From an optimization exercise on the open Yosys and OpenROAD flow, aimed at small area and a short achievable clock period; shortcuts taken in it are not production practice. Function was not checked in any run shown here: the RTL went through the layout flow alone. No driver is modelled on the clock port, so clocking that relies on it looks cheaper here than on a real chip. Power figures rest on the tool's default switching activity, not on a simulated workload.

===== flow/design.v =====
`timescale 1ns / 1ps
module fa(input a, b, c, output s, co);
    assign s = a ^ b ^ c;
    assign co = (a & b) | (a & c) | (b & c);
endmodule
module ha(input a, b, output s, co);
    assign s = a ^ b;
    assign co = a & b;
endmodule
module Optimized_Wallace(
    input clk, rst,
    input [15:0] A, B,
    output reg [31:0] PRODUCT
);
    reg [15:0] ra;
    reg rb15;
    reg one0;
    reg two0;
    reg neg0;
    reg one1;
    reg two1;
    reg neg1;
    reg one2;
    reg two2;
    reg neg2;
    reg one3;
    reg two3;
    reg neg3;
    reg one4;
    reg two4;
    reg neg4;
    reg one5;
    reg two5;
    reg neg5;
    reg one6;
    reg two6;
    reg neg6;
    reg one7;
    reg two7;
    reg neg7;
    reg [72:0] r2;
    reg [54:0] r3;
    reg v1, v2, v3;
    wire pp1 = ((one0 & ra[0])) ^ neg0;
    wire pp2 = ((one0 & ra[1]) | (two0 & ra[0])) ^ neg0;
    wire pp3 = ((one0 & ra[2]) | (two0 & ra[1])) ^ neg0;
    wire pp4 = ((one0 & ra[3]) | (two0 & ra[2])) ^ neg0;
    wire pp5 = ((one0 & ra[4]) | (two0 & ra[3])) ^ neg0;
    wire pp6 = ((one0 & ra[5]) | (two0 & ra[4])) ^ neg0;
    wire pp7 = ((one0 & ra[6]) | (two0 & ra[5])) ^ neg0;
    wire pp8 = ((one0 & ra[7]) | (two0 & ra[6])) ^ neg0;
    wire pp9 = ((one0 & ra[8]) | (two0 & ra[7])) ^ neg0;
    wire pp10 = ((one0 & ra[9]) | (two0 & ra[8])) ^ neg0;
    wire pp11 = ((one0 & ra[10]) | (two0 & ra[9])) ^ neg0;
    wire pp12 = ((one0 & ra[11]) | (two0 & ra[10])) ^ neg0;
    wire pp13 = ((one0 & ra[12]) | (two0 & ra[11])) ^ neg0;
    wire pp14 = ((one0 & ra[13]) | (two0 & ra[12])) ^ neg0;
    wire pp15 = ((one0 & ra[14]) | (two0 & ra[13])) ^ neg0;
    wire pp16 = ((one0 & ra[15]) | (two0 & ra[14])) ^ neg0;
    wire pp17 = ((two0 & ra[15])) ^ neg0;
    wire ns18 = ~neg0;
    wire pp19 = ((one1 & ra[0])) ^ neg1;
    wire pp20 = ((one1 & ra[1]) | (two1 & ra[0])) ^ neg1;
    wire pp21 = ((one1 & ra[2]) | (two1 & ra[1])) ^ neg1;
    wire pp22 = ((one1 & ra[3]) | (two1 & ra[2])) ^ neg1;
    wire pp23 = ((one1 & ra[4]) | (two1 & ra[3])) ^ neg1;
    wire pp24 = ((one1 & ra[5]) | (two1 & ra[4])) ^ neg1;
    wire pp25 = ((one1 & ra[6]) | (two1 & ra[5])) ^ neg1;
    wire pp26 = ((one1 & ra[7]) | (two1 & ra[6])) ^ neg1;
    wire pp27 = ((one1 & ra[8]) | (two1 & ra[7])) ^ neg1;
    wire pp28 = ((one1 & ra[9]) | (two1 & ra[8])) ^ neg1;
    wire pp29 = ((one1 & ra[10]) | (two1 & ra[9])) ^ neg1;
    wire pp30 = ((one1 & ra[11]) | (two1 & ra[10])) ^ neg1;
    wire pp31 = ((one1 & ra[12]) | (two1 & ra[11])) ^ neg1;
    wire pp32 = ((one1 & ra[13]) | (two1 & ra[12])) ^ neg1;
    wire pp33 = ((one1 & ra[14]) | (two1 & ra[13])) ^ neg1;
    wire pp34 = ((one1 & ra[15]) | (two1 & ra[14])) ^ neg1;
    wire pp35 = ((two1 & ra[15])) ^ neg1;
    wire ns36 = ~neg1;
    wire pp37 = ((one2 & ra[0])) ^ neg2;
    wire pp38 = ((one2 & ra[1]) | (two2 & ra[0])) ^ neg2;
    wire pp39 = ((one2 & ra[2]) | (two2 & ra[1])) ^ neg2;
    wire pp40 = ((one2 & ra[3]) | (two2 & ra[2])) ^ neg2;
    wire pp41 = ((one2 & ra[4]) | (two2 & ra[3])) ^ neg2;
    wire pp42 = ((one2 & ra[5]) | (two2 & ra[4])) ^ neg2;
    wire pp43 = ((one2 & ra[6]) | (two2 & ra[5])) ^ neg2;
    wire pp44 = ((one2 & ra[7]) | (two2 & ra[6])) ^ neg2;
    wire pp45 = ((one2 & ra[8]) | (two2 & ra[7])) ^ neg2;
    wire pp46 = ((one2 & ra[9]) | (two2 & ra[8])) ^ neg2;
    wire pp47 = ((one2 & ra[10]) | (two2 & ra[9])) ^ neg2;
    wire pp48 = ((one2 & ra[11]) | (two2 & ra[10])) ^ neg2;
    wire pp49 = ((one2 & ra[12]) | (two2 & ra[11])) ^ neg2;
    wire pp50 = ((one2 & ra[13]) | (two2 & ra[12])) ^ neg2;
    wire pp51 = ((one2 & ra[14]) | (two2 & ra[13])) ^ neg2;
    wire pp52 = ((one2 & ra[15]) | (two2 & ra[14])) ^ neg2;
    wire pp53 = ((two2 & ra[15])) ^ neg2;
    wire ns54 = ~neg2;
    wire pp55 = ((one3 & ra[0])) ^ neg3;
    wire pp56 = ((one3 & ra[1]) | (two3 & ra[0])) ^ neg3;
    wire pp57 = ((one3 & ra[2]) | (two3 & ra[1])) ^ neg3;
    wire pp58 = ((one3 & ra[3]) | (two3 & ra[2])) ^ neg3;
    wire pp59 = ((one3 & ra[4]) | (two3 & ra[3])) ^ neg3;
    wire pp60 = ((one3 & ra[5]) | (two3 & ra[4])) ^ neg3;
    wire pp61 = ((one3 & ra[6]) | (two3 & ra[5])) ^ neg3;
    wire pp62 = ((one3 & ra[7]) | (two3 & ra[6])) ^ neg3;
    wire pp63 = ((one3 & ra[8]) | (two3 & ra[7])) ^ neg3;
    wire pp64 = ((one3 & ra[9]) | (two3 & ra[8])) ^ neg3;
    wire pp65 = ((one3 & ra[10]) | (two3 & ra[9])) ^ neg3;
    wire pp66 = ((one3 & ra[11]) | (two3 & ra[10])) ^ neg3;
    wire pp67 = ((one3 & ra[12]) | (two3 & ra[11])) ^ neg3;
    wire pp68 = ((one3 & ra[13]) | (two3 & ra[12])) ^ neg3;
    wire pp69 = ((one3 & ra[14]) | (two3 & ra[13])) ^ neg3;
    wire pp70 = ((one3 & ra[15]) | (two3 & ra[14])) ^ neg3;
    wire pp71 = ((two3 & ra[15])) ^ neg3;
    wire ns72 = ~neg3;
    wire pp73 = ((one4 & ra[0])) ^ neg4;
    wire pp74 = ((one4 & ra[1]) | (two4 & ra[0])) ^ neg4;
    wire pp75 = ((one4 & ra[2]) | (two4 & ra[1])) ^ neg4;
    wire pp76 = ((one4 & ra[3]) | (two4 & ra[2])) ^ neg4;
    wire pp77 = ((one4 & ra[4]) | (two4 & ra[3])) ^ neg4;
    wire pp78 = ((one4 & ra[5]) | (two4 & ra[4])) ^ neg4;
    wire pp79 = ((one4 & ra[6]) | (two4 & ra[5])) ^ neg4;
    wire pp80 = ((one4 & ra[7]) | (two4 & ra[6])) ^ neg4;
    wire pp81 = ((one4 & ra[8]) | (two4 & ra[7])) ^ neg4;
    wire pp82 = ((one4 & ra[9]) | (two4 & ra[8])) ^ neg4;
    wire pp83 = ((one4 & ra[10]) | (two4 & ra[9])) ^ neg4;
    wire pp84 = ((one4 & ra[11]) | (two4 & ra[10])) ^ neg4;
    wire pp85 = ((one4 & ra[12]) | (two4 & ra[11])) ^ neg4;
    wire pp86 = ((one4 & ra[13]) | (two4 & ra[12])) ^ neg4;
    wire pp87 = ((one4 & ra[14]) | (two4 & ra[13])) ^ neg4;
    wire pp88 = ((one4 & ra[15]) | (two4 & ra[14])) ^ neg4;
    wire pp89 = ((two4 & ra[15])) ^ neg4;
    wire ns90 = ~neg4;
    wire pp91 = ((one5 & ra[0])) ^ neg5;
    wire pp92 = ((one5 & ra[1]) | (two5 & ra[0])) ^ neg5;
    wire pp93 = ((one5 & ra[2]) | (two5 & ra[1])) ^ neg5;
    wire pp94 = ((one5 & ra[3]) | (two5 & ra[2])) ^ neg5;
    wire pp95 = ((one5 & ra[4]) | (two5 & ra[3])) ^ neg5;
    wire pp96 = ((one5 & ra[5]) | (two5 & ra[4])) ^ neg5;
    wire pp97 = ((one5 & ra[6]) | (two5 & ra[5])) ^ neg5;
    wire pp98 = ((one5 & ra[7]) | (two5 & ra[6])) ^ neg5;
    wire pp99 = ((one5 & ra[8]) | (two5 & ra[7])) ^ neg5;
    wire pp100 = ((one5 & ra[9]) | (two5 & ra[8])) ^ neg5;
    wire pp101 = ((one5 & ra[10]) | (two5 & ra[9])) ^ neg5;
    wire pp102 = ((one5 & ra[11]) | (two5 & ra[10])) ^ neg5;
    wire pp103 = ((one5 & ra[12]) | (two5 & ra[11])) ^ neg5;
    wire pp104 = ((one5 & ra[13]) | (two5 & ra[12])) ^ neg5;
    wire pp105 = ((one5 & ra[14]) | (two5 & ra[13])) ^ neg5;
    wire pp106 = ((one5 & ra[15]) | (two5 & ra[14])) ^ neg5;
    wire pp107 = ((two5 & ra[15])) ^ neg5;
    wire ns108 = ~neg5;
    wire pp109 = ((one6 & ra[0])) ^ neg6;
    wire pp110 = ((one6 & ra[1]) | (two6 & ra[0])) ^ neg6;
    wire pp111 = ((one6 & ra[2]) | (two6 & ra[1])) ^ neg6;
    wire pp112 = ((one6 & ra[3]) | (two6 & ra[2])) ^ neg6;
    wire pp113 = ((one6 & ra[4]) | (two6 & ra[3])) ^ neg6;
    wire pp114 = ((one6 & ra[5]) | (two6 & ra[4])) ^ neg6;
    wire pp115 = ((one6 & ra[6]) | (two6 & ra[5])) ^ neg6;
    wire pp116 = ((one6 & ra[7]) | (two6 & ra[6])) ^ neg6;
    wire pp117 = ((one6 & ra[8]) | (two6 & ra[7])) ^ neg6;
    wire pp118 = ((one6 & ra[9]) | (two6 & ra[8])) ^ neg6;
    wire pp119 = ((one6 & ra[10]) | (two6 & ra[9])) ^ neg6;
    wire pp120 = ((one6 & ra[11]) | (two6 & ra[10])) ^ neg6;
    wire pp121 = ((one6 & ra[12]) | (two6 & ra[11])) ^ neg6;
    wire pp122 = ((one6 & ra[13]) | (two6 & ra[12])) ^ neg6;
    wire pp123 = ((one6 & ra[14]) | (two6 & ra[13])) ^ neg6;
    wire pp124 = ((one6 & ra[15]) | (two6 & ra[14])) ^ neg6;
    wire pp125 = ((two6 & ra[15])) ^ neg6;
    wire ns126 = ~neg6;
    wire pp127 = ((one7 & ra[0])) ^ neg7;
    wire pp128 = ((one7 & ra[1]) | (two7 & ra[0])) ^ neg7;
    wire pp129 = ((one7 & ra[2]) | (two7 & ra[1])) ^ neg7;
    wire pp130 = ((one7 & ra[3]) | (two7 & ra[2])) ^ neg7;
    wire pp131 = ((one7 & ra[4]) | (two7 & ra[3])) ^ neg7;
    wire pp132 = ((one7 & ra[5]) | (two7 & ra[4])) ^ neg7;
    wire pp133 = ((one7 & ra[6]) | (two7 & ra[5])) ^ neg7;
    wire pp134 = ((one7 & ra[7]) | (two7 & ra[6])) ^ neg7;
    wire pp135 = ((one7 & ra[8]) | (two7 & ra[7])) ^ neg7;
    wire pp136 = ((one7 & ra[9]) | (two7 & ra[8])) ^ neg7;
    wire pp137 = ((one7 & ra[10]) | (two7 & ra[9])) ^ neg7;
    wire pp138 = ((one7 & ra[11]) | (two7 & ra[10])) ^ neg7;
    wire pp139 = ((one7 & ra[12]) | (two7 & ra[11])) ^ neg7;
    wire pp140 = ((one7 & ra[13]) | (two7 & ra[12])) ^ neg7;
    wire pp141 = ((one7 & ra[14]) | (two7 & ra[13])) ^ neg7;
    wire pp142 = ((one7 & ra[15]) | (two7 & ra[14])) ^ neg7;
    wire pp143 = ((two7 & ra[15])) ^ neg7;
    wire ns144 = ~neg7;
    wire pp145 = rb15 & ra[0];
    wire pp146 = rb15 & ra[1];
    wire pp147 = rb15 & ra[2];
    wire pp148 = rb15 & ra[3];
    wire pp149 = rb15 & ra[4];
    wire pp150 = rb15 & ra[5];
    wire pp151 = rb15 & ra[6];
    wire pp152 = rb15 & ra[7];
    wire pp153 = rb15 & ra[8];
    wire pp154 = rb15 & ra[9];
    wire pp155 = rb15 & ra[10];
    wire pp156 = rb15 & ra[11];
    wire pp157 = rb15 & ra[12];
    wire pp158 = rb15 & ra[13];
    wire pp159 = rb15 & ra[14];
    wire pp160 = rb15 & ra[15];
    wire s161, c162;
    fa u_s161 (.a(pp3), .b(pp19), .c(neg1), .s(s161), .co(c162));
    wire s163, c164;
    fa u_s163 (.a(pp5), .b(pp21), .c(pp37), .s(s163), .co(c164));
    wire s165, c166;
    fa u_s165 (.a(pp6), .b(pp22), .c(pp38), .s(s165), .co(c166));
    wire s167, c168;
    fa u_s167 (.a(pp7), .b(pp23), .c(pp39), .s(s167), .co(c168));
    wire s169, c170;
    fa u_s169 (.a(pp8), .b(pp24), .c(pp40), .s(s169), .co(c170));
    wire s171, c172;
    fa u_s171 (.a(pp9), .b(pp25), .c(pp41), .s(s171), .co(c172));
    wire s173, c174;
    fa u_s173 (.a(pp57), .b(pp73), .c(neg4), .s(s173), .co(c174));
    wire s175, c176;
    fa u_s175 (.a(pp10), .b(pp26), .c(pp42), .s(s175), .co(c176));
    wire s177, c178;
    fa u_s177 (.a(pp11), .b(pp27), .c(pp43), .s(s177), .co(c178));
    wire s179, c180;
    fa u_s179 (.a(pp59), .b(pp75), .c(pp91), .s(s179), .co(c180));
    wire s181, c182;
    fa u_s181 (.a(pp12), .b(pp28), .c(pp44), .s(s181), .co(c182));
    wire s183, c184;
    fa u_s183 (.a(pp60), .b(pp76), .c(pp92), .s(s183), .co(c184));
    wire s185, c186;
    fa u_s185 (.a(pp13), .b(pp29), .c(pp45), .s(s185), .co(c186));
    wire s187, c188;
    fa u_s187 (.a(pp61), .b(pp77), .c(pp93), .s(s187), .co(c188));
    wire s189, c190;
    fa u_s189 (.a(pp14), .b(pp30), .c(pp46), .s(s189), .co(c190));
    wire s191, c192;
    fa u_s191 (.a(pp62), .b(pp78), .c(pp94), .s(s191), .co(c192));
    wire s193, c194;
    fa u_s193 (.a(pp15), .b(pp31), .c(pp47), .s(s193), .co(c194));
    wire s195, c196;
    fa u_s195 (.a(pp63), .b(pp79), .c(pp95), .s(s195), .co(c196));
    wire s197, c198;
    fa u_s197 (.a(pp111), .b(pp127), .c(neg7), .s(s197), .co(c198));
    wire s199, c200;
    fa u_s199 (.a(pp16), .b(pp32), .c(pp48), .s(s199), .co(c200));
    wire s201, c202;
    fa u_s201 (.a(pp64), .b(pp80), .c(pp96), .s(s201), .co(c202));
    wire s203, c204;
    ha u_s203 (.a(pp112), .b(pp128), .s(s203), .co(c204));
    wire s205, c206;
    fa u_s205 (.a(pp17), .b(pp33), .c(pp49), .s(s205), .co(c206));
    wire s207, c208;
    fa u_s207 (.a(pp65), .b(pp81), .c(pp97), .s(s207), .co(c208));
    wire s209, c210;
    fa u_s209 (.a(pp113), .b(pp129), .c(pp145), .s(s209), .co(c210));
    wire s211, c212;
    fa u_s211 (.a(neg0), .b(pp34), .c(pp50), .s(s211), .co(c212));
    wire s213, c214;
    fa u_s213 (.a(pp66), .b(pp82), .c(pp98), .s(s213), .co(c214));
    wire s215, c216;
    fa u_s215 (.a(pp114), .b(pp130), .c(pp146), .s(s215), .co(c216));
    wire s217, c218;
    fa u_s217 (.a(neg0), .b(pp35), .c(pp51), .s(s217), .co(c218));
    wire s219, c220;
    fa u_s219 (.a(pp67), .b(pp83), .c(pp99), .s(s219), .co(c220));
    wire s221, c222;
    fa u_s221 (.a(pp115), .b(pp131), .c(pp147), .s(s221), .co(c222));
    wire s223, c224;
    fa u_s223 (.a(ns18), .b(ns36), .c(pp52), .s(s223), .co(c224));
    wire s225, c226;
    fa u_s225 (.a(pp68), .b(pp84), .c(pp100), .s(s225), .co(c226));
    wire s227, c228;
    fa u_s227 (.a(pp116), .b(pp132), .c(pp148), .s(s227), .co(c228));
    wire s229 = ~(pp53 ^ pp69);
    wire c230 = pp53 | pp69;
    wire s231, c232;
    fa u_s231 (.a(pp85), .b(pp101), .c(pp117), .s(s231), .co(c232));
    wire s233, c234;
    ha u_s233 (.a(pp133), .b(pp149), .s(s233), .co(c234));
    wire s235, c236;
    fa u_s235 (.a(ns54), .b(pp70), .c(pp86), .s(s235), .co(c236));
    wire s237, c238;
    fa u_s237 (.a(pp102), .b(pp118), .c(pp134), .s(s237), .co(c238));
    wire s239 = ~(pp71 ^ pp87);
    wire c240 = pp71 | pp87;
    wire s241, c242;
    fa u_s241 (.a(pp103), .b(pp119), .c(pp135), .s(s241), .co(c242));
    wire s243, c244;
    fa u_s243 (.a(ns72), .b(pp88), .c(pp104), .s(s243), .co(c244));
    wire s245, c246;
    fa u_s245 (.a(pp120), .b(pp136), .c(pp152), .s(s245), .co(c246));
    wire s247 = ~(pp89 ^ pp105);
    wire c248 = pp89 | pp105;
    wire s249, c250;
    fa u_s249 (.a(pp121), .b(pp137), .c(pp153), .s(s249), .co(c250));
    wire s251, c252;
    fa u_s251 (.a(ns90), .b(pp106), .c(pp122), .s(s251), .co(c252));
    wire s253 = ~(pp107 ^ pp123);
    wire c254 = pp107 | pp123;
    wire s255, c256;
    fa u_s255 (.a(ns108), .b(pp124), .c(pp140), .s(s255), .co(c256));
    wire s257 = ~(pp125 ^ pp141);
    wire c258 = pp125 | pp141;
    wire s259, c260;
    fa u_s259 (.a(ns126), .b(pp142), .c(pp158), .s(s259), .co(c260));
    wire s261 = ~(pp143 ^ pp159);
    wire c262 = pp143 | pp159;
    wire s263, c264;
    fa u_s263 (.a(c162), .b(pp4), .c(pp20), .s(s263), .co(c264));
    wire s265, c266;
    fa u_s265 (.a(c166), .b(s167), .c(pp55), .s(s265), .co(c266));
    wire s267, c268;
    fa u_s267 (.a(c168), .b(s169), .c(pp56), .s(s267), .co(c268));
    wire s269, c270;
    fa u_s269 (.a(c170), .b(s171), .c(s173), .s(s269), .co(c270));
    wire s271, c272;
    fa u_s271 (.a(c172), .b(c174), .c(s175), .s(s271), .co(c272));
    wire s273, c274;
    fa u_s273 (.a(c176), .b(s177), .c(s179), .s(s273), .co(c274));
    wire s275, c276;
    fa u_s275 (.a(c178), .b(c180), .c(s181), .s(s275), .co(c276));
    wire s277, c278;
    fa u_s277 (.a(c182), .b(c184), .c(s185), .s(s277), .co(c278));
    wire s279, c280;
    fa u_s279 (.a(s187), .b(pp109), .c(neg6), .s(s279), .co(c280));
    wire s281, c282;
    fa u_s281 (.a(c186), .b(c188), .c(s189), .s(s281), .co(c282));
    wire s283, c284;
    ha u_s283 (.a(s191), .b(pp110), .s(s283), .co(c284));
    wire s285, c286;
    fa u_s285 (.a(c190), .b(c192), .c(s193), .s(s285), .co(c286));
    wire s287, c288;
    ha u_s287 (.a(s195), .b(s197), .s(s287), .co(c288));
    wire s289, c290;
    fa u_s289 (.a(c194), .b(c196), .c(c198), .s(s289), .co(c290));
    wire s291, c292;
    fa u_s291 (.a(s199), .b(s201), .c(s203), .s(s291), .co(c292));
    wire s293, c294;
    fa u_s293 (.a(c200), .b(c202), .c(c204), .s(s293), .co(c294));
    wire s295, c296;
    fa u_s295 (.a(s205), .b(s207), .c(s209), .s(s295), .co(c296));
    wire s297, c298;
    fa u_s297 (.a(c206), .b(c208), .c(c210), .s(s297), .co(c298));
    wire s299, c300;
    fa u_s299 (.a(s211), .b(s213), .c(s215), .s(s299), .co(c300));
    wire s301, c302;
    fa u_s301 (.a(c212), .b(c214), .c(c216), .s(s301), .co(c302));
    wire s303, c304;
    fa u_s303 (.a(s217), .b(s219), .c(s221), .s(s303), .co(c304));
    wire s305, c306;
    fa u_s305 (.a(c218), .b(c220), .c(c222), .s(s305), .co(c306));
    wire s307, c308;
    fa u_s307 (.a(s223), .b(s225), .c(s227), .s(s307), .co(c308));
    wire s309, c310;
    fa u_s309 (.a(c224), .b(c226), .c(c228), .s(s309), .co(c310));
    wire s311, c312;
    fa u_s311 (.a(s229), .b(s231), .c(s233), .s(s311), .co(c312));
    wire s313, c314;
    fa u_s313 (.a(c230), .b(c232), .c(c234), .s(s313), .co(c314));
    wire s315, c316;
    fa u_s315 (.a(s235), .b(s237), .c(pp150), .s(s315), .co(c316));
    wire s317, c318;
    fa u_s317 (.a(c236), .b(c238), .c(s239), .s(s317), .co(c318));
    wire s319, c320;
    ha u_s319 (.a(s241), .b(pp151), .s(s319), .co(c320));
    wire s321, c322;
    fa u_s321 (.a(c240), .b(c242), .c(s243), .s(s321), .co(c322));
    wire s323, c324;
    fa u_s323 (.a(c244), .b(c246), .c(s247), .s(s323), .co(c324));
    wire s325, c326;
    fa u_s325 (.a(c248), .b(c250), .c(s251), .s(s325), .co(c326));
    wire s327, c328;
    fa u_s327 (.a(c252), .b(s253), .c(pp139), .s(s327), .co(c328));
    wire s329, c330;
    fa u_s329 (.a(c254), .b(s255), .c(pp156), .s(s329), .co(c330));
    wire s331, c332;
    fa u_s331 (.a(c256), .b(s257), .c(pp157), .s(s331), .co(c332));
    wire s333, c334;
    fa u_s333 (.a(c262), .b(ns144), .c(pp160), .s(s333), .co(c334));
    wire s335, c336;
    fa u_s335 (.a(c264), .b(s163), .c(neg2), .s(s335), .co(c336));
    wire s337, c338;
    fa u_s337 (.a(c270), .b(s271), .c(pp58), .s(s337), .co(c338));
    wire s339, c340;
    fa u_s339 (.a(c272), .b(s273), .c(neg5), .s(s339), .co(c340));
    wire s341, c342;
    fa u_s341 (.a(c274), .b(s275), .c(s183), .s(s341), .co(c342));
    wire s343, c344;
    fa u_s343 (.a(c276), .b(s277), .c(s279), .s(s343), .co(c344));
    wire s345, c346;
    fa u_s345 (.a(c278), .b(c280), .c(s281), .s(s345), .co(c346));
    wire s347, c348;
    fa u_s347 (.a(c282), .b(c284), .c(s285), .s(s347), .co(c348));
    wire s349, c350;
    fa u_s349 (.a(c286), .b(c288), .c(s289), .s(s349), .co(c350));
    wire s351, c352;
    fa u_s351 (.a(c290), .b(c292), .c(s293), .s(s351), .co(c352));
    wire s353, c354;
    fa u_s353 (.a(c294), .b(c296), .c(s297), .s(s353), .co(c354));
    wire s355, c356;
    fa u_s355 (.a(c298), .b(c300), .c(s301), .s(s355), .co(c356));
    wire s357, c358;
    fa u_s357 (.a(c302), .b(c304), .c(s305), .s(s357), .co(c358));
    wire s359, c360;
    fa u_s359 (.a(c306), .b(c308), .c(s309), .s(s359), .co(c360));
    wire s361, c362;
    fa u_s361 (.a(c310), .b(c312), .c(s313), .s(s361), .co(c362));
    wire s363, c364;
    fa u_s363 (.a(c314), .b(c316), .c(s317), .s(s363), .co(c364));
    wire s365, c366;
    fa u_s365 (.a(c318), .b(c320), .c(s321), .s(s365), .co(c366));
    wire s367, c368;
    fa u_s367 (.a(c322), .b(s323), .c(s249), .s(s367), .co(c368));
    wire s369, c370;
    fa u_s369 (.a(c324), .b(s325), .c(pp138), .s(s369), .co(c370));
    wire s371, c372;
    fa u_s371 (.a(c326), .b(s327), .c(pp155), .s(s371), .co(c372));
    wire s373, c374;
    fa u_s373 (.a(c332), .b(c258), .c(s259), .s(s373), .co(c374));
    wire s375, c376;
    fa u_s375 (.a(r2[6]), .b(r2[7]), .c(r2[8]), .s(s375), .co(c376));
    wire s377, c378;
    ha u_s377 (.a(r2[9]), .b(r2[10]), .s(s377), .co(c378));
    wire s379, c380;
    ha u_s379 (.a(r2[11]), .b(r2[12]), .s(s379), .co(c380));
    wire s381, c382;
    ha u_s381 (.a(r2[13]), .b(r2[14]), .s(s381), .co(c382));
    wire s383, c384;
    ha u_s383 (.a(r2[15]), .b(r2[16]), .s(s383), .co(c384));
    wire s385, c386;
    ha u_s385 (.a(r2[17]), .b(r2[18]), .s(s385), .co(c386));
    wire s387, c388;
    ha u_s387 (.a(r2[19]), .b(r2[20]), .s(s387), .co(c388));
    wire s389, c390;
    ha u_s389 (.a(r2[21]), .b(r2[22]), .s(s389), .co(c390));
    wire s391, c392;
    fa u_s391 (.a(r2[23]), .b(r2[24]), .c(r2[25]), .s(s391), .co(c392));
    wire s393, c394;
    fa u_s393 (.a(r2[26]), .b(r2[27]), .c(r2[28]), .s(s393), .co(c394));
    wire s395, c396;
    fa u_s395 (.a(r2[29]), .b(r2[30]), .c(r2[31]), .s(s395), .co(c396));
    wire s397, c398;
    fa u_s397 (.a(r2[32]), .b(r2[33]), .c(r2[34]), .s(s397), .co(c398));
    wire s399, c400;
    fa u_s399 (.a(r2[35]), .b(r2[36]), .c(r2[37]), .s(s399), .co(c400));
    wire s401, c402;
    fa u_s401 (.a(r2[38]), .b(r2[39]), .c(r2[40]), .s(s401), .co(c402));
    wire s403, c404;
    fa u_s403 (.a(r2[41]), .b(r2[42]), .c(r2[43]), .s(s403), .co(c404));
    wire s405, c406;
    fa u_s405 (.a(r2[44]), .b(r2[45]), .c(r2[46]), .s(s405), .co(c406));
    wire s407, c408;
    fa u_s407 (.a(r2[47]), .b(r2[48]), .c(r2[49]), .s(s407), .co(c408));
    wire s409, c410;
    fa u_s409 (.a(r2[50]), .b(r2[51]), .c(r2[52]), .s(s409), .co(c410));
    wire s411, c412;
    fa u_s411 (.a(r2[53]), .b(r2[54]), .c(r2[55]), .s(s411), .co(c412));
    wire s413, c414;
    ha u_s413 (.a(r2[56]), .b(r2[57]), .s(s413), .co(c414));
    wire s415, c416;
    fa u_s415 (.a(r2[58]), .b(r2[59]), .c(r2[60]), .s(s415), .co(c416));
    wire s417, c418;
    ha u_s417 (.a(r2[61]), .b(r2[62]), .s(s417), .co(c418));
    wire s419, c420;
    fa u_s419 (.a(r2[63]), .b(r2[64]), .c(r2[65]), .s(s419), .co(c420));
    wire s421, c422;
    ha u_s421 (.a(r2[66]), .b(r2[67]), .s(s421), .co(c422));
    wire s423, c424;
    fa u_s423 (.a(r2[69]), .b(r2[70]), .c(r2[71]), .s(s423), .co(c424));
    wire g425, p426;
    ha u_p426 (.a(r2[0]), .b(r2[1]), .s(p426), .co(g425));
    wire g427, p428;
    ha u_p428 (.a(c376), .b(s377), .s(p428), .co(g427));
    wire g429, p430;
    ha u_p430 (.a(c378), .b(s379), .s(p430), .co(g429));
    wire g431, p432;
    ha u_p432 (.a(c380), .b(s381), .s(p432), .co(g431));
    wire g433, p434;
    ha u_p434 (.a(c382), .b(s383), .s(p434), .co(g433));
    wire g435, p436;
    ha u_p436 (.a(c384), .b(s385), .s(p436), .co(g435));
    wire g437, p438;
    ha u_p438 (.a(c386), .b(s387), .s(p438), .co(g437));
    wire g439, p440;
    ha u_p440 (.a(c388), .b(s389), .s(p440), .co(g439));
    wire g441, p442;
    ha u_p442 (.a(c390), .b(s391), .s(p442), .co(g441));
    wire g443, p444;
    ha u_p444 (.a(c392), .b(s393), .s(p444), .co(g443));
    wire g445, p446;
    ha u_p446 (.a(c394), .b(s395), .s(p446), .co(g445));
    wire g447, p448;
    ha u_p448 (.a(c396), .b(s397), .s(p448), .co(g447));
    wire g449, p450;
    ha u_p450 (.a(c398), .b(s399), .s(p450), .co(g449));
    wire g451, p452;
    ha u_p452 (.a(c400), .b(s401), .s(p452), .co(g451));
    wire g453, p454;
    ha u_p454 (.a(c402), .b(s403), .s(p454), .co(g453));
    wire g455, p456;
    ha u_p456 (.a(c404), .b(s405), .s(p456), .co(g455));
    wire g457, p458;
    ha u_p458 (.a(c406), .b(s407), .s(p458), .co(g457));
    wire g459, p460;
    ha u_p460 (.a(c408), .b(s409), .s(p460), .co(g459));
    wire g461, p462;
    ha u_p462 (.a(c410), .b(s411), .s(p462), .co(g461));
    wire g463, p464;
    ha u_p464 (.a(c412), .b(s413), .s(p464), .co(g463));
    wire g465, p466;
    ha u_p466 (.a(c414), .b(s415), .s(p466), .co(g465));
    wire g467, p468;
    ha u_p468 (.a(c416), .b(s417), .s(p468), .co(g467));
    wire g469, p470;
    ha u_p470 (.a(c418), .b(s419), .s(p470), .co(g469));
    wire g471, p472;
    ha u_p472 (.a(c420), .b(s421), .s(p472), .co(g471));
    wire g473, p474;
    ha u_p474 (.a(c422), .b(r2[68]), .s(p474), .co(g473));
    wire g475, p476;
    ha u_p476 (.a(c424), .b(r2[72]), .s(p476), .co(g475));
    wire t477 = p426 | g425;
    wire t478 = p428 | g427;
    wire t479 = p430 | g429;
    wire t480 = p432 | g431;
    wire t481 = p434 | g433;
    wire G482 = 1'b0 | (r2[2] & g425);
    wire P483 = r2[2] & t477;
    wire G484 = 1'b0 | (r2[4] & 1'b0);
    wire P485 = r2[4] & r2[3];
    wire G486 = 1'b0 | (s375 & 1'b0);
    wire P487 = s375 & r2[5];
    wire G488 = g429 | (t479 & g427);
    wire P489 = t479 & t478;
    wire G490 = g433 | (t481 & g431);
    wire P491 = t481 & t480;
    wire G492 = 1'b0 | (r2[3] & G482);
    wire P493 = r2[3] & P483;
    wire G494 = G484 | (P485 & G482);
    wire P495 = P485 & P483;
    wire G496 = g427 | (t478 & G486);
    wire P497 = t478 & P487;
    wire G498 = G488 | (P489 & G486);
    wire P499 = P489 & P487;
    wire G500 = 1'b0 | (r2[5] & G494);
    wire P501 = r2[5] & P495;
    wire G502 = G486 | (P487 & G494);
    wire P503 = P487 & P495;
    wire G504 = G496 | (P497 & G494);
    wire P505 = P497 & P495;
    wire G506 = G498 | (P499 & G494);
    wire P507 = P499 & P495;
    wire G508 = g431 | (t480 & G506);
    wire P509 = t480 & P507;
    wire G510 = G490 | (P491 & G506);
    wire P511 = P491 & P507;
    wire sum512 = p426;
    wire sum513 = r2[2] ^ g425;
    wire sum514 = r2[3] ^ G482;
    wire sum515 = r2[4] ^ G492;
    wire sum516 = r2[5] ^ G494;
    wire sum517 = s375 ^ G500;
    wire sum518 = p428 ^ G502;
    wire sum519 = p430 ^ G504;
    wire sum520 = p432 ^ G506;
    wire sum521 = p434 ^ G508;
    wire t522 = r3[11] | r3[12];
    wire t523 = r3[13] | r3[14];
    wire t524 = r3[15] | r3[16];
    wire t525 = r3[17] | r3[18];
    wire t526 = r3[19] | r3[20];
    wire t527 = r3[21] | r3[22];
    wire t528 = r3[23] | r3[24];
    wire t529 = r3[25] | r3[26];
    wire t530 = r3[27] | r3[28];
    wire t531 = r3[29] | r3[30];
    wire t532 = r3[31] | r3[32];
    wire t533 = r3[33] | r3[34];
    wire t534 = r3[35] | r3[36];
    wire t535 = r3[37] | r3[38];
    wire t536 = r3[39] | r3[40];
    wire t537 = r3[41] | r3[42];
    wire t538 = r3[43] | r3[44];
    wire t539 = r3[45] | r3[46];
    wire t540 = r3[47] | r3[48];
    wire t541 = r3[49] | r3[50];
    wire t542 = r3[51] | r3[52];
    wire t543 = r3[53] | r3[54];
    wire g544 = r3[12] | (r3[11] & r3[10]);
    wire G545 = r3[14] | (t523 & g544);
    wire P546 = t523 & t522;
    wire G547 = r3[18] | (t525 & r3[16]);
    wire P548 = t525 & t524;
    wire G549 = r3[22] | (t527 & r3[20]);
    wire P550 = t527 & t526;
    wire G551 = r3[26] | (t529 & r3[24]);
    wire P552 = t529 & t528;
    wire G553 = r3[30] | (t531 & r3[28]);
    wire P554 = t531 & t530;
    wire G555 = r3[34] | (t533 & r3[32]);
    wire P556 = t533 & t532;
    wire G557 = r3[38] | (t535 & r3[36]);
    wire P558 = t535 & t534;
    wire G559 = r3[42] | (t537 & r3[40]);
    wire P560 = t537 & t536;
    wire G561 = r3[46] | (t539 & r3[44]);
    wire P562 = t539 & t538;
    wire G563 = r3[50] | (t541 & r3[48]);
    wire P564 = t541 & t540;
    wire G565 = r3[54] | (t543 & r3[52]);
    wire P566 = t543 & t542;
    wire G567 = G547 | (P548 & G545);
    wire P568 = P548 & P546;
    wire G569 = G551 | (P552 & G549);
    wire P570 = P552 & P550;
    wire G571 = G555 | (P556 & G553);
    wire P572 = P556 & P554;
    wire G573 = G559 | (P560 & G557);
    wire P574 = P560 & P558;
    wire G575 = G563 | (P564 & G561);
    wire P576 = P564 & P562;
    wire G577 = G569 | (P570 & G567);
    wire P578 = P570 & P568;
    wire G579 = G573 | (P574 & G571);
    wire P580 = P574 & P572;
    wire G581 = G579 | (P580 & G577);
    wire P582 = P580 & P578;
    wire G583 = G571 | (P572 & G577);
    wire P584 = P572 & P578;
    wire G585 = G575 | (P576 & G581);
    wire P586 = P576 & P582;
    wire G587 = G549 | (P550 & G567);
    wire P588 = P550 & P568;
    wire G589 = G553 | (P554 & G577);
    wire P590 = P554 & P578;
    wire G591 = G557 | (P558 & G583);
    wire P592 = P558 & P584;
    wire G593 = G561 | (P562 & G581);
    wire P594 = P562 & P582;
    wire G595 = G565 | (P566 & G585);
    wire P596 = P566 & P586;
    wire G597 = r3[16] | (t524 & G545);
    wire P598 = t524 & P546;
    wire G599 = r3[20] | (t526 & G567);
    wire P600 = t526 & P568;
    wire G601 = r3[24] | (t528 & G587);
    wire P602 = t528 & P588;
    wire G603 = r3[28] | (t530 & G577);
    wire P604 = t530 & P578;
    wire G605 = r3[32] | (t532 & G589);
    wire P606 = t532 & P590;
    wire G607 = r3[36] | (t534 & G583);
    wire P608 = t534 & P584;
    wire G609 = r3[40] | (t536 & G591);
    wire P610 = t536 & P592;
    wire G611 = r3[44] | (t538 & G581);
    wire P612 = t538 & P582;
    wire G613 = r3[48] | (t540 & G593);
    wire P614 = t540 & P594;
    wire G615 = r3[52] | (t542 & G585);
    wire P616 = t542 & P586;
    wire sum617 = r3[11] ^ r3[10];
    wire sum618 = r3[13] ^ g544;
    wire sum619 = r3[15] ^ G545;
    wire sum620 = r3[17] ^ G597;
    wire sum621 = r3[19] ^ G567;
    wire sum622 = r3[21] ^ G599;
    wire sum623 = r3[23] ^ G587;
    wire sum624 = r3[25] ^ G601;
    wire sum625 = r3[27] ^ G577;
    wire sum626 = r3[29] ^ G603;
    wire sum627 = r3[31] ^ G589;
    wire sum628 = r3[33] ^ G605;
    wire sum629 = r3[35] ^ G583;
    wire sum630 = r3[37] ^ G607;
    wire sum631 = r3[39] ^ G591;
    wire sum632 = r3[41] ^ G609;
    wire sum633 = r3[43] ^ G581;
    wire sum634 = r3[45] ^ G611;
    wire sum635 = r3[47] ^ G593;
    wire sum636 = r3[49] ^ G613;
    wire sum637 = r3[51] ^ G585;
    wire sum638 = r3[53] ^ G615;
    wire [31:0] sum = {sum638, sum637, sum636, sum635, sum634, sum633, sum632, sum631, sum630, sum629, sum628, sum627, sum626, sum625, sum624, sum623, sum622, sum621, sum620, sum619, sum618, sum617, r3[9], r3[8], r3[7], r3[6], r3[5], r3[4], r3[3], r3[2], r3[1], r3[0]};
    always @(posedge clk or posedge rst) begin
        if (rst) begin
            v1 <= 1'b0; v2 <= 1'b0; v3 <= 1'b0;
            PRODUCT <= 32'd0;
        end else begin
            v1 <= 1'b1; v2 <= v1; v3 <= v2;
            PRODUCT <= sum & {32{v3}};
        end
    end
    always @(posedge clk) begin
        ra <= A;
        rb15 <= B[15];
        one0 <= B[0] ^ 1'b0;
        two0 <= (B[1] & ~B[0] & ~1'b0) | (~B[1] & B[0] & 1'b0);
        neg0 <= B[1] & ~(B[0] & 1'b0);
        one1 <= B[2] ^ B[1];
        two1 <= (B[3] & ~B[2] & ~B[1]) | (~B[3] & B[2] & B[1]);
        neg1 <= B[3] & ~(B[2] & B[1]);
        one2 <= B[4] ^ B[3];
        two2 <= (B[5] & ~B[4] & ~B[3]) | (~B[5] & B[4] & B[3]);
        neg2 <= B[5] & ~(B[4] & B[3]);
        one3 <= B[6] ^ B[5];
        two3 <= (B[7] & ~B[6] & ~B[5]) | (~B[7] & B[6] & B[5]);
        neg3 <= B[7] & ~(B[6] & B[5]);
        one4 <= B[8] ^ B[7];
        two4 <= (B[9] & ~B[8] & ~B[7]) | (~B[9] & B[8] & B[7]);
        neg4 <= B[9] & ~(B[8] & B[7]);
        one5 <= B[10] ^ B[9];
        two5 <= (B[11] & ~B[10] & ~B[9]) | (~B[11] & B[10] & B[9]);
        neg5 <= B[11] & ~(B[10] & B[9]);
        one6 <= B[12] ^ B[11];
        two6 <= (B[13] & ~B[12] & ~B[11]) | (~B[13] & B[12] & B[11]);
        neg6 <= B[13] & ~(B[12] & B[11]);
        one7 <= B[14] ^ B[13];
        two7 <= (B[15] & ~B[14] & ~B[13]) | (~B[15] & B[14] & B[13]);
        neg7 <= B[15] & ~(B[14] & B[13]);
        r2 <= {s333, s261, c260, c374, s373, s331, c330, s329, c328, c372, s371, c370, pp154, s369, c368, s367, c366, s245, s365, c364, s319, s363, c362, s315, s361, c360, s311, s359, c358, s307, s357, c356, s303, s355, c354, s299, s353, c352, s295, s351, c350, s291, s349, c348, s287, s347, c346, s283, s345, c344, s343, c342, s341, c340, s339, c338, pp74, s337, s269, c268, s267, c266, neg3, s265, s165, c164, c336, s335, s263, s161, pp2, neg0, pp1};
        r3 <= {g475, p476, 1'b0, s423, g473, p474, g471, p472, g469, p470, g467, p468, g465, p466, g463, p464, g461, p462, g459, p460, g457, p458, g455, p456, g453, p454, g451, p452, g449, p450, g447, p448, g445, p446, g443, p444, g441, p442, g439, p440, g437, p438, g435, p436, G510, sum521, sum520, sum519, sum518, sum517, sum516, sum515, sum514, sum513, sum512};
    end
endmodule

===== flow/flow/run.sh =====
#!/bin/bash
# The standard layout (the standard.sh: ORFS synthesis through finish),
# with the port buffers made of sky130_fd_sc_hd__buf_1 instead of the
# resizer's default pick.  Every tool's output goes to a log in this folder
# (make's own output to flow_make.log, ORFS's per-step logs under orfs/logs).
set -euo pipefail
export BUFFER_PORTS_ARGS="-buffer_cell sky130_fd_sc_hd__buf_1"
bash standard.sh finish > flow_make.log 2>&1

===== flow/standard.sh =====
#!/bin/bash
# synth_recipe.tcl (not shown) runs the flow's synth.tcl, then flattens the netlist and writes it again
# the make line also repeats each setting of config.mk as NAME=value (left out here)
make -C /OpenROAD-flow-scripts/flow DESIGN_CONFIG=/design/flow/config.mk WORK_HOME=/design/flow/orfs CLKGATE_MAP_FILE= SYNTH_SCRIPT=/design/flow/synth_recipe.tcl "${@:-finish}"

===== flow/config.mk =====
export PLATFORM = sky130hd
export DESIGN_NAME = Optimized_Wallace
export DESIGN_NICKNAME = Optimized_Wallace
export VERILOG_FILES = /design/flow/design.v
export SDC_FILE = /design/flow/constraint.sdc
export NUM_CORES = 4
export LEC_CHECK = 0
export CAP_MARGIN = 20
export CORE_MARGIN = 2
export CORE_UTILIZATION = 60
export CTS_BUF_LIST = sky130_fd_sc_hd__clkbuf_16
export CTS_CLUSTER_DIAMETER = 100
export CTS_CLUSTER_SIZE = 25
export SETUP_SLACK_MARGIN = 1.4
export SLEW_MARGIN = 20
export SYNTH_HIERARCHICAL = 1
export SYNTH_MINIMUM_KEEP_SIZE = 0
export TNS_END_PERCENT = 0

===== flow/constraint.sdc =====
create_clock -name core_clock -period 3.0 [get_ports {clk}]
set_input_delay 0.6000 -clock core_clock [delete_from_list [all_inputs] [get_ports {clk}]]
set_output_delay 0.6000 -clock core_clock [all_outputs]
set_load 0.01 [all_outputs]

==> results.py, run 1 <==
metrics = {
    "run_status": {
        "status": "finished clean",
    },
    "critical_path": {
        "r2r_cells": 6,
        "required_ns": 3.33,
        "crit_fanout": 8,
        "crit_path_top_delay_cell": "fa_1",
        "crit_path_start": "one1",
        "startpoint_type": "flip-flop",
        "reg2reg_to": "r2[18]",
        "cp-end-kind": "flip-flop",
        "path_common_cell": "fa_1",
        "path_cells": "buf_8, a22oi_2, xnor2_2, fa_1, fa_1, fa_1",
        "crit_path_end": "r2[18]",
        "reg2reg_from": "one1",
        "rrSetupSlack_ns": 0.48,
        "critical_path.max_stage_delay_ns": 0.54,
        "cp_data_arrival_time_ns": 2.85,
        "critical_path_class": "flip-flop to flip-flop",
    },
    "sta": {
        "worstMarginPinSlew_ns": 0.5694,
        "finalCritPeriodShare": 0.8387,
        "hold_viol": 0,
        "relSlewSlack": 0.6199,
        "rsz0062_at_grt": "true",
        "min_period_ns": 2.516,
        "fin_skew_ns": 0.01974,
        "slew_viol_final": 0,
        "tns_ns": 0,
        "setup_ws_ns": 0.4838,
        "setup_viol": 0,
        "clock.fmax_mhz": 397.4,
    },
    "logic_synthesis": {
        "syn_nets": 1132,
        "syn_avg_cell_area_um2": 11.69,
        "async_flop_share": 0.1733,
        "synth_edf_count": 0,
        "seq_area_frac_synth": 0.3887,
        "synth_top_flop_cell": "dfxtp_1",
        "synth_top_area_cell": "dfxtp_1",
        "ys_seq_elements": 202,
        "synth_cells": 928,
        "synth_area_leaders": "dfxtp_1 31%, fa_1 20%, xnor2_1 12%",
        "yosysWarnings": 7,
        "post_synth_num_cell_types": 46,
        "syn-cell-area_um2": 10850,
        "yosysTopAreaCellShare": 0.3080,
    },
    "die": {
        "initial_core_util": 0.6083,
        "io_pins": 66,
        "num_rows": 49,
        "dieArea_um2": 19180,
        "die_x_um": 138.5,
        "core_um2": 17840,
        "die_h_um": 138.5,
    },
    "clocking": {
        "insertion_delay_ns": 0.47,
        "clock_path_buffers": 3,
        "htreeDepth": 1,
        "cts_made_buffers": 12,
        "cts_tree": "yes",
        "cts-root-buf": "clkbuf_16",
        "postCtsHoldBufs": 0,
        "path_clk_slew_ns": 0.09,
        "cts_sinks": 202,
    },
    "cells_and_area": {
        "ff_latch_area_um2": 4263,
        "diodes": 0,
        "drive_gt1_frac": 0.1449,
        "syn2layout_area_growth_pct": 14.07,
        "final_nets": 1179,
        "final_util": 0.6939,
        "multi_input_area_um2": 6484,
        "instances_no_fill": 1209,
        "fill_cells": 1314,
    },
    "detailed_routing": {
        "routed_via_density": 5.781,
        "top_layer_used": "met4",
        "wl_met1_mm": 10.61,
        "num_vias": 6989,
        "dr_wl_met2_mm": 10.51,
        "wl_per_cell_um": 19.49,
        "drt_iter0_markers": 668,
        "met3_length_mm": 1.924,
        "drtPass1Iterations": 6,
        "routed_wirelength_mm": 23.57,
        "drc": 0,
        "ant_nets": 0,
    },
    "placement": {
        "dp_slack_ns": 0.08090,
        "dp_hpwl_mm": 16.43,
        "port_buffers": 65,
        "dp_cells": 1180,
        "gp_congestion": 0.9390,
    },
    "run": {
        "max_cap_violations": 0,
    },
    "grt": {
        "first_global_vias": 7240,
        "antenna_found_initial": 0,
        "grt_pass1_wl_mm": 38.40,
        "grt_max_degree": 30,
        "grt_overflow": 0,
        "track_usage": 0.2470,
    },
    "pwr": {
        "design_power_total_mw": 10.62,
        "power_leakage_nw": 4.956,
        "ir_drop_v": 0.0006469,
        "pwr_density_cell_nw_per_um2": 857.6,
    },
    "hold_path": {
        "hp-class": "input port to asynchronous set/reset pin",
    },
}
## state kept, by name (all words and copies together) (netlist names), 16 cells and up
signal	count
r2	73
r3	53
PRODUCT	32
ra	16
## power breakdown
group / switching [mW] / internal (mW) / total (mW)
clock network: 0.859 / 0.803 / 1.66
logic: 2.41 / 2.22 / 4.63
registers: 0.555 / 3.77 / 4.33
## per-layer routing
layer | up-vias | global-route usage
met5 | - | 0
met4 | 0 | 0.07143
met3 | 51 | 0.04122
met2 | 337 | 0.3820
met1 | 3419 | 0.3634
li1 | 3182 | -
## per-stage QoR
stage          hold slack, ns  area, µm²
6_report             0.007529      12380
5_1_grt               0.03146      12380
4_1_cts              0.006226      12030
3_5_place_dp           0.3388      11490
3_3_place_gp           0.3408      11490
2_1_floorplan          0.3300      11310
## Yosys cell counts (all sizes together), types with 2 or more instances
cell type and count:
ha 59, nand2b 12, clkbuf 81, o21bai 4, a21oi 12, dfxtp 167
nor2b 9, a22oi 121, or3 2, buf 3, a21o 2, inv 28
dfrtp 35, a211oi 2, o21a 4, and3 2, nor2 13, xnor2 148
nand3b 7, mux2i 4, xor2 4, o21ai 20, fa 111, nand2 26
nor3 6, and2 28, o22a 2
## worst max-delay path, delay by kind of cell, from the launching register on
kind / cells / cell delay [ns]
xor+xnor: 1 / 0.11
fa+ha+maj: 3 / 1.53
buf+inv: 1 / 0.15
compound gates: 1 / 0.22
flops: 1 / 0.38
## Yosys stat by module (local to each module, per instance)
module / flip-flops and latches / cells inside / cell area [µm²]
fa: 0 / 1 / 20.02
ha: 0 / 1 / 12.51
Optimized_Wallace: 202 / 776 / 8118
## worst min path at each step
stage	endpoint	slack, ns	cells past startpoint
after floorplan	r2[10]	0.33	0
after global placement	v2	0.34	0
after detailed placement	v2	0.34	0
after CTS	v3	0.006	2
after global routing	PRODUCT[28]	0.03	2
final	v2	0.008	2
## cells by family after synthesis
kind of cell,count (synthesis),share of synthesized area
flip-flops,202,0.3887
AO/OA/AOI/OAI,177,0.1177
adder cells (fa/ha/maj),170,0.2728
XOR/XNOR,152,0.1227
buffers and inverters,112,0.03874
AND/OR/NAND/NOR,110,0.05534
multiplexers,4,0.003689
other,1,0.0003455
## cells in the final DEF (no fill, tap or decap), types with 2 or more instances in the layout
cell and instances:
buf_12 10, buf_6 10, nand3b_1 7, buf_8 7, ha_1 59, a22oi_1 87
or3_1 2, nand2b_1 12, a211oi_1 2, o21ai_0 20, fa_1 102, xor2_1 4
o21bai_1 4, fa_2 9, o22a_1 2, buf_4 23, o21a_1 4, nor2b_1 9
buf_1 65, clkbuf_16 14, nand2_1 26, dfrtp_1 35, dfxtp_2 8, xnor2_1 137
a21oi_1 11, and2_1 28, dfxtp_1 150, a21o_1 2, nor3_1 6, mux2i_1 4
xnor2_2 11, dfxtp_4 9, nor2_1 13, inv_1 33, a22oi_2 34
## layout make-up
class                   instances  area share
clock buffers                  13     0.02628
clock inverters                 6    0.003942
inverters                      28    0.008490
multi-input cells             614      0.5238
flip-flops and latches        202      0.3443
well taps                     229     0.02315
repair buffers                117     0.07004
## repair_timing
| action | CTS | global route |
|---|---|---|
| resized for setup | 44 | 63 |
| setup endpoints to repair | 86 | 91 |
| pin swaps | 9 | 25 |
| cloned | 0 | 1 |
| setup buffers | 2 | 7 |
==> inputs of run 2 (changes only) <==
==> flow/flow/run.sh (replaced) <==
#!/bin/bash
set -euo pipefail
export BUFFER_PORTS_ARGS="-buffer_cell sky130_fd_sc_hd__buf_1"
bash standard.sh cts > flow_cts.log 2>&1
export RES=$PWD/orfs/results/sky130hd/Optimized_Wallace/base
export PLATFORM_DIR=$FLOW_HOME/platforms/sky130hd
export R1_LEAVES=2 R2_LEAVES=4 R3_LEAVES=3 P_LEAVES=2
openroad -no_splash -exit flow/skew.tcl > skew_eco.log 2>&1
bash standard.sh finish > flow_make.log 2>&1
==> flow/flow/skew.tcl (new file) <==
set res $::env(RES)
read_lef $::env(PLATFORM_DIR)/lef/sky130_fd_sc_hd.tlef
read_lef $::env(PLATFORM_DIR)/lef/sky130_fd_sc_hd_merged.lef
read_liberty $::env(PLATFORM_DIR)/lib/sky130_fd_sc_hd__tt_025C_1v80.lib
read_db $res/4_cts.odb
read_sdc $res/4_cts.sdc
source $::env(PLATFORM_DIR)/setRC.tcl
set db [ord::get_db]
set block [ord::get_db_block]
set root [$block findNet clknet_0_clk]

proc master {n} { return [[ord::get_db] findMaster sky130_fd_sc_hd__$n] }
set uid 0
proc newbuf {type innet x y} {
  global block uid
  incr uid
  set inst [odb::dbInst_create $block [master $type] "cksk_buf_$uid"]
  set net [odb::dbNet_create $block "cksk_net_$uid"]
  $net setSigType CLOCK
  [$inst findITerm A] connect $innet
  [$inst findITerm X] connect $net
  $inst setLocation [expr int($x)] [expr int($y)]
  $inst setPlacementStatus PLACED
  return $net
}
proc flops {pats} {
  global block
  set out {}
  foreach inst [$block getInsts] {
    set n [$inst getName]
    foreach p $pats { if {[string match $p $n]} { lappend out $inst; break } }
  }
  return $out
}
proc centroid {insts} {
  set sx 0; set sy 0
  foreach i $insts { set b [$i getBBox]; set sx [expr $sx + [$b xMin]]; set sy [expr $sy + [$b yMin]] }
  set n [llength $insts]
  return [list [expr $sx / $n] [expr $sy / $n]]
}
# chain: list of buffer types from the root; the last one is repeated per leaf cluster
proc branch {name pats chain nleaf} {
  global root
  set fl [flops $pats]
  set fl [lsort -command {apply {{a b} {expr {[[$a getBBox] xMin] - [[$b getBBox] xMin]}}}} $fl]
  set c [centroid $fl]
  set net $root
  if {![llength $chain]} {
    foreach f $fl { set it [$f findITerm CLK]; $it disconnect; $it connect $root }
    puts "branch $name: [llength $fl] flops on the root net"
    return
  }
  foreach t [lrange $chain 0 end-1] { set net [newbuf $t $net [lindex $c 0] [lindex $c 1]] }
  set per [expr {([llength $fl] + $nleaf - 1) / $nleaf}]
  for {set k 0} {$k < $nleaf} {incr k} {
    set grp [lrange $fl [expr $k*$per] [expr ($k+1)*$per - 1]]
    if {![llength $grp]} continue
    set cc [centroid $grp]
    set leaf [newbuf [lindex $chain end] $net [lindex $cc 0] [lindex $cc 1]]
    foreach f $grp {
      set it [$f findITerm CLK]
      $it disconnect
      $it connect $leaf
    }
  }
  puts "branch $name: [llength $fl] flops, chain $chain x $nleaf"
}

# Build a branch, measure the mean clock latency of its flops, and undo it.
set created {}
proc newbuf2 {type innet x y} {
  global created
  set net [newbuf $type $innet $x $y]
  lappend created $net
  return $net
}
proc build {fl chain nleaf} {
  global root created
  set created {}
  set c [centroid $fl]
  set net $root
  foreach t [lrange $chain 0 end-1] { set net [newbuf2 $t $net [lindex $c 0] [lindex $c 1]] }
  set per [expr {([llength $fl] + $nleaf - 1) / $nleaf}]
  for {set k 0} {$k < $nleaf} {incr k} {
    set grp [lrange $fl [expr $k*$per] [expr ($k+1)*$per - 1]]
    if {![llength $grp]} continue
    set cc [centroid $grp]
    set leaf [newbuf2 [lindex $chain end] $net [lindex $cc 0] [lindex $cc 1]]
    foreach f $grp { set it [$f findITerm CLK]; $it disconnect; $it connect $leaf }
  }
}
proc undo {fl orig} {
  global created
  foreach f $fl o $orig { set it [$f findITerm CLK]; $it disconnect; $it connect $o }
  foreach net [lreverse $created] {
    foreach it [$net getITerms] { if {[$it isOutputSignal]} { set inst [$it getInst] } }
    odb::dbInst_destroy $inst
    odb::dbNet_destroy $net
  }
  set created {}
}
proc meanlat {fl} {
  estimate_parasitics -placement
  set s 0.0
  foreach f $fl { set s [expr {$s + [get_property [get_pins "[$f getName]/CLK"] arrival_max_rise]}] }
  return [expr {$s / [llength $fl]}]
}
proc tune {name pats target nleaf} {
  set fl [flops $pats]
  set fl [lsort -command {apply {{a b} {expr {[[$a getBBox] xMin] - [[$b getBBox] xMin]}}}} $fl]
  set orig {}
  foreach f $fl { lappend orig [[$f findITerm CLK] getNet] }
  set best {}
  set besterr 1e9
  foreach first {{} clkbuf_1 clkbuf_2 clkbuf_8} {
    for {set n 0} {$n <= 14} {incr n} {
      set chain [concat $first [lrepeat $n clkbuf_4] clkbuf_16]
      build $fl $chain $nleaf
      set lat [meanlat $fl]
      undo $fl $orig
      set err [expr {abs($lat - $target)}]
      puts "tune $name: $chain x $nleaf -> [format %.3f $lat] (target $target)"
      if {$err < $besterr} { set besterr $err; set best $chain }
    }
  }
  build $fl $best $nleaf
  puts "tune $name: chose $best x $nleaf, latency [format %.3f [meanlat $fl]]"
}


proc worst_req {pins} {
  set w 100.0
  foreach p $pins { set s [get_property $p slack_max]; if {$s < $w} { set w $s } }
  return [expr {3.0 - $w}]
}
proc mean_lat_pats {pats} {
  set fl [flops $pats]
  set s 0.0
  foreach f $fl { set s [expr {$s + [get_property [get_pins "[$f getName]/CLK"] arrival_max_rise]}] }
  return [expr {$s / [llength $fl]}]
}
estimate_parasitics -placement
set_propagated_clock [all_clocks]
set R1 {ra* rb15* one* two* neg* r1*}
set lat0 [list [mean_lat_pats $R1] [mean_lat_pats {r2*}] [mean_lat_pats {r3*}] [mean_lat_pats {PRODUCT*}]]
set S1 [worst_req [get_pins -hierarchical r2*/D]]
set S2 [worst_req [get_pins -hierarchical r3*/D]]
set S3 [worst_req [get_pins -hierarchical PRODUCT*/D]]
set So [expr {3.0 - [get_property [lindex [find_timing_paths -to [all_outputs]] 0] slack]}]
set D1 [expr {$S1 - [lindex $lat0 0] + [lindex $lat0 1]}]
set D2 [expr {$S2 - [lindex $lat0 1] + [lindex $lat0 2]}]
set D3 [expr {$S3 - [lindex $lat0 2] + [lindex $lat0 3]}]
set Do [expr {$So - [lindex $lat0 3]}]
puts "stages: D1 $D1 D2 $D2 D3 $D3 Do $Do latencies $lat0"
branch r1 $R1 {clkbuf_16} $::env(R1_LEAVES)
set x1 [mean_lat_pats $R1]
set P [expr {($D1 + $D2 + $D3 + $Do + $x1) / 4.0}]
set x2 [expr {$x1 + $D1 - $P}]
set x3 [expr {$x2 + $D2 - $P}]
set x4 [expr {$x3 + $D3 - $P}]
puts "plan: P $P x1 $x1 x2 $x2 x3 $x3 x4 $x4"
tune r2 {r2*} $x2 $::env(R2_LEAVES)
tune r3 {r3*} $x3 $::env(R3_LEAVES)
tune prod {PRODUCT*} $x4 $::env(P_LEAVES)

# remove clock buffers left without sinks
set changed 1
while {$changed} {
  set changed 0
  foreach inst [$block getInsts] {
    set m [[$inst getMaster] getName]
    if {![string match "*clkbuf*" $m] && ![string match "*clkinv*" $m]} continue
    set x [$inst findITerm X]
    if {$x eq "NULL"} { set x [$inst findITerm Y] }
    if {$x eq "NULL"} continue
    set n [$x getNet]
    if {$n eq "NULL"} continue
    if {[llength [$n getITerms]] <= 1 && [llength [$n getBTerms]] == 0} {
      puts "removing [$inst getName]"
      odb::dbInst_destroy $inst
      odb::dbNet_destroy $n
      set changed 1
    }
  }
}
detailed_placement
check_placement
estimate_parasitics -placement
set_propagated_clock [all_clocks]
catch { report_checks -path_delay max -group_path_count 3 -format end }
catch { report_clock_skew }
foreach p {ra[0]* one0* r2[0]* r3[0]* PRODUCT[0]* v1*} {
  catch { foreach pin [get_pins -quiet $p/CLK] { puts "latency [get_full_name $pin] [get_property $pin arrival_max_rise]" } }
}
write_db $res/4_cts.odb
==> results.py, run 2 <==
metrics = {
    "placement": {
        "dp_slack_ns": 0.08090,
        "gp_congestion": 0.9390,
        "dp_hpwl_mm": 16.43,
        "port_buffers": 65,
    },
    "clocking": {
        "cts_tree": "yes",
        "htreeDepth": 1,
        "clock_path_buffers": 3,
        "cts_made_buffers": 12,
        "cts-root-buf": "clkbuf_16",
        "path_clk_slew_ns": 0.08,
        "insertion_delay_ns": 0.97,
        "cts_sinks": 202,
    },
    "critical_path": {
        "crit_fanout": 17,
        "cp-end-kind": "flip-flop",
        "cpLargestDelayFamily": "adder cells",
        "required_ns": 3.65,
        "path_cells": "buf_4, a22oi_2, xnor2_1, fa_1, fa_1, fa_1",
        "critical_path.max_stage_delay_ns": 0.59,
        "crit_path_top_delay_cell": "fa_1",
        "critical_path_class": "flip-flop to flip-flop",
        "critical_path_buf_inv_count": 1,
        "startpoint_type": "flip-flop",
        "path_common_cell": "fa_1",
        "cp_data_arrival_time_ns": 2.75,
    },
    "die": {
        "die_h_um": 138.5,
        "dieArea_um2": 19180,
        "initial_core_util": 0.6083,
        "die_x_um": 138.5,
        "num_rows": 49,
        "io_pins": 66,
        "core_um2": 17840,
    },
    "sta": {
        "worstMarginPinSlew_ns": 0.6034,
        "slew_viol_final": 0,
        "min_period_ns": 2.103,
        "rsz0062_at_grt": "true",
        "fin_skew_ns": 0.5198,
        "tns_ns": 0,
        "setup_viol": 0,
        "finalCritPeriodShare": 0.7011,
        "hold_viol": 0,
        "relSlewSlack": 0.5972,
        "clock.fmax_mhz": 475.5,
        "setup_ws_ns": 0.8968,
    },
    "detailed_routing": {
        "drc": 0,
        "wl_per_cell_um": 20.01,
        "routed_via_density": 5.801,
        "routed_wirelength_mm": 24.41,
        "num_vias": 7077,
        "ant_nets": 0,
        "drt_iter0_markers": 752,
        "drtPass1Iterations": 8,
    },
    "logic_synthesis": {
        "post_synth_num_cell_types": 46,
        "synth.most_common_cell": "dfxtp_1",
        "synth_area_leaders": "dfxtp_1 31%, fa_1 20%, xnor2_1 12%",
        "synth_top_area_cell": "dfxtp_1",
        "synth_top_flop_cell": "dfxtp_1",
        "synthAdderAreaFrac": 0.2728,
        "synth_edf_count": 0,
        "synth_cells": 928,
        "synthTopCellsByCount": "167 x dfxtp_1, 148 x xnor2_1, 120 x a22oi_1",
        "seq_area_frac_synth": 0.3887,
        "ys_seq_elements": 202,
        "synth_top_family_by_area": "adder cells",
        "syn-cell-area_um2": 10850,
        "yosysWarnings": 7,
        "synth-simple-area-share": 0.05534,
        "yosysTopAreaCellShare": 0.3080,
        "synthMuxAreaShare": 0.003689,
        "synthXorXnorAreaFrac": 0.1227,
        "synth-compound-area-share": 0.1177,
        "syn_nets": 1132,
        "async_flop_share": 0.1733,
        "syn_avg_cell_area_um2": 11.69,
    },
    "pwr": {
        "ir_drop_v": 0.0007407,
        "p_switching_mw": 4.076,
        "power_leakage_nw": 4.976,
        "switching_share": 0.3567,
        "clkPwrFrac": 0.218,
        "pwr_density_cell_nw_per_um2": 926.0,
        "internal-power_mw": 7.350,
        "design_power_total_mw": 11.43,
        "combPwrFrac": 0.403,
        "seq_power_share": 0.380,
    },
    "grt": {
        "first_global_vias": 7578,
        "track_usage": 0.2623,
        "grt_pass1_wl_mm": 39.90,
        "grt_max_degree": 30,
        "antenna_found_initial": 0,
        "grt_overflow": 0,
    },
    "cells_and_area": {
        "final_nets": 1190,
        "drive_gt1_frac": 0.1241,
        "largest_reg_flops": 73,
        "final_common_cell": "dfxtp_1",
        "syn2layout_area_growth_pct": 13.68,
        "reg_top3": "r2: 73 flops, r3: 53 flops, PRODUCT: 32 flops",
        "diodes": 0,
        "top_register": "r2",
        "layout_common_cells": "155 x dfxtp_1, 144 x xnor2_1, 107 x fa_1",
    },
    "hold_path": {
        "hp-class": "input port to asynchronous set/reset pin",
    },
    "run_status": {
        "status": "finished clean",
    },
    "run": {
        "max_cap_violations": 0,
    },
}
[run 2: cell counts after synthesis]
Identical to the previous run, type by type.
[run 2: worst paths after layout]
| kind | startpoint | endpoint | slack (ns) | cells past startpoint |
|---|---|---|---|---|
| min in group core_clock | r3[1] | PRODUCT[1] | 0.09 | 1 |
| worst max-delay path | ra[11] | r2[22] | 0.90 | 6 |
| worst max register to register | ra[11] | r2[22] | 0.90 | 6 |
| worst min-delay path | rst | PRODUCT[29] | 0.07 | 3 |
| max in group asynchronous | rst | v1 | 2.21 | 3 |
| worst min register to register | r3[1] | PRODUCT[1] | 0.09 | 1 |
[run 2: area by class of cell]
type	instances	area, µm²
plain buffers	21	344.1
inverters	28	105.1
multi-input cells	614	6369
well taps	229	286.5
fillers	1337	5503
repair buffers	110	683.2
clock inverters	6	48.80
flip-flops and latches	202	4252
clock buffers	10	250.2
[run 2: kinds of logic (layout without fill, tap and decap cells)]
kind of cell               count (synthesis)  in the layout
AOI/OAI and AO/OA                        177            177
DFF                                      202            202
other                                      1              1
adders and majority gates                170            170
buffers and inverters                    112            175
xor gates and xnor gates                 152            152
muxes                                      4              4
and+or+nand+nor                          110            110
[run 2: worst register-to-register path, delay by kind of cell, from the launching register on]
| family | cells | cell delay [ns] |
|---|---|---|
| compound gates | 1 | 0.14 |
| fa+ha+maj | 3 | 1.55 |
| xor+xnor | 1 | 0.16 |
| buf+inv | 1 | 0.26 |
| flops | 1 | 0.31 |
[run 2: routing by layer]
layer / global-route usage / wire, µm
met2: 0.4143 / 11360
met1: 0.3505 / 10150
met5: 0 / 0
met4: 0.09560 / 598
met3: 0.07205 / 2309
[run 2: modules after synthesis, one instance, submodules excluded]
| module | cell area, µm² | times used | flops+latches |
|---|---|---|---|
| Optimized_Wallace | 8118 | 1 | 202 |
| fa | 20.02 | 111 | 0 |
| ha | 12.51 | 41 | 0 |
[run 2: what timing repair did]
action,4_1_cts,5_1_grt
gates cloned,0,0
setup buffers,2,0
endpoints found under the hold margin,0,32
pin swaps,9,1
hold buffers,0,1
gates resized for setup,44,8
setup endpoints to repair,86,99
[run 2: power groups by stage]
stage	Combinational, mW	Clock, mW	Sequential (mW)
floorplan	3.14	0	4.30
global placement	4.29	0	4.35
detailed placement	4.48	0	4.39
CTS	4.57	1.72	4.33
global route	5.24	2.69	4.45
finish	4.60	2.49	4.34
[run 2: stage by stage]
stage	area (µm²)	cells	hold WS [ns]	util
global placement	11490	1180	0.3408	0.6440
global route	12340	1220	0.09597	0.6916
finish	12340	1220	0.06985	0.6916
CTS	12030	1201	0.006226	0.6740
floorplan	11310	928	0.3300	-
detailed placement	11490	1180	0.3388	0.6440

## what the ideal ports hide
Ports are ideal in the flow. The routed layouts listed here were re-timed in OpenROAD. Step 1 (the two cells are an assumption about what drives the block):
set clk [get_ports {clk}]
set_driving_cell -lib_cell sky130_fd_sc_hd__clkbuf_16 $clk
set_driving_cell -lib_cell sky130_fd_sc_hd__buf_2 [delete_from_list [all_inputs] $clk]
Step 2, shift: input delay + t, output delay - t, t = (earliest + latest rising clock arrival at the registers) / 2. This alone moves slack from input paths to output paths. Three values: no drivers, after step 1, after step 2; two values: the first two.
run	t (ns)	slack for setup (ns)	hold slack, ns	worst setup path after step 2	latest minus earliest clock arrival (ns)	worst register clock-pin slew, ns
run 1	0.504	0.484 / 0.484 / 0.484	0.008 / -0.020 / 0.363	register to register	0.022 / 0.021	0.09 / 0.09
run 2	0.696	0.897 / 0.885 / 0.897	0.070 / 0.049 / 0.094	register to register	0.640 / 0.640	0.09 / 0.09
Clock arrivals are far apart in run 2, so t is only a midpoint there and step 2 fits no single register.
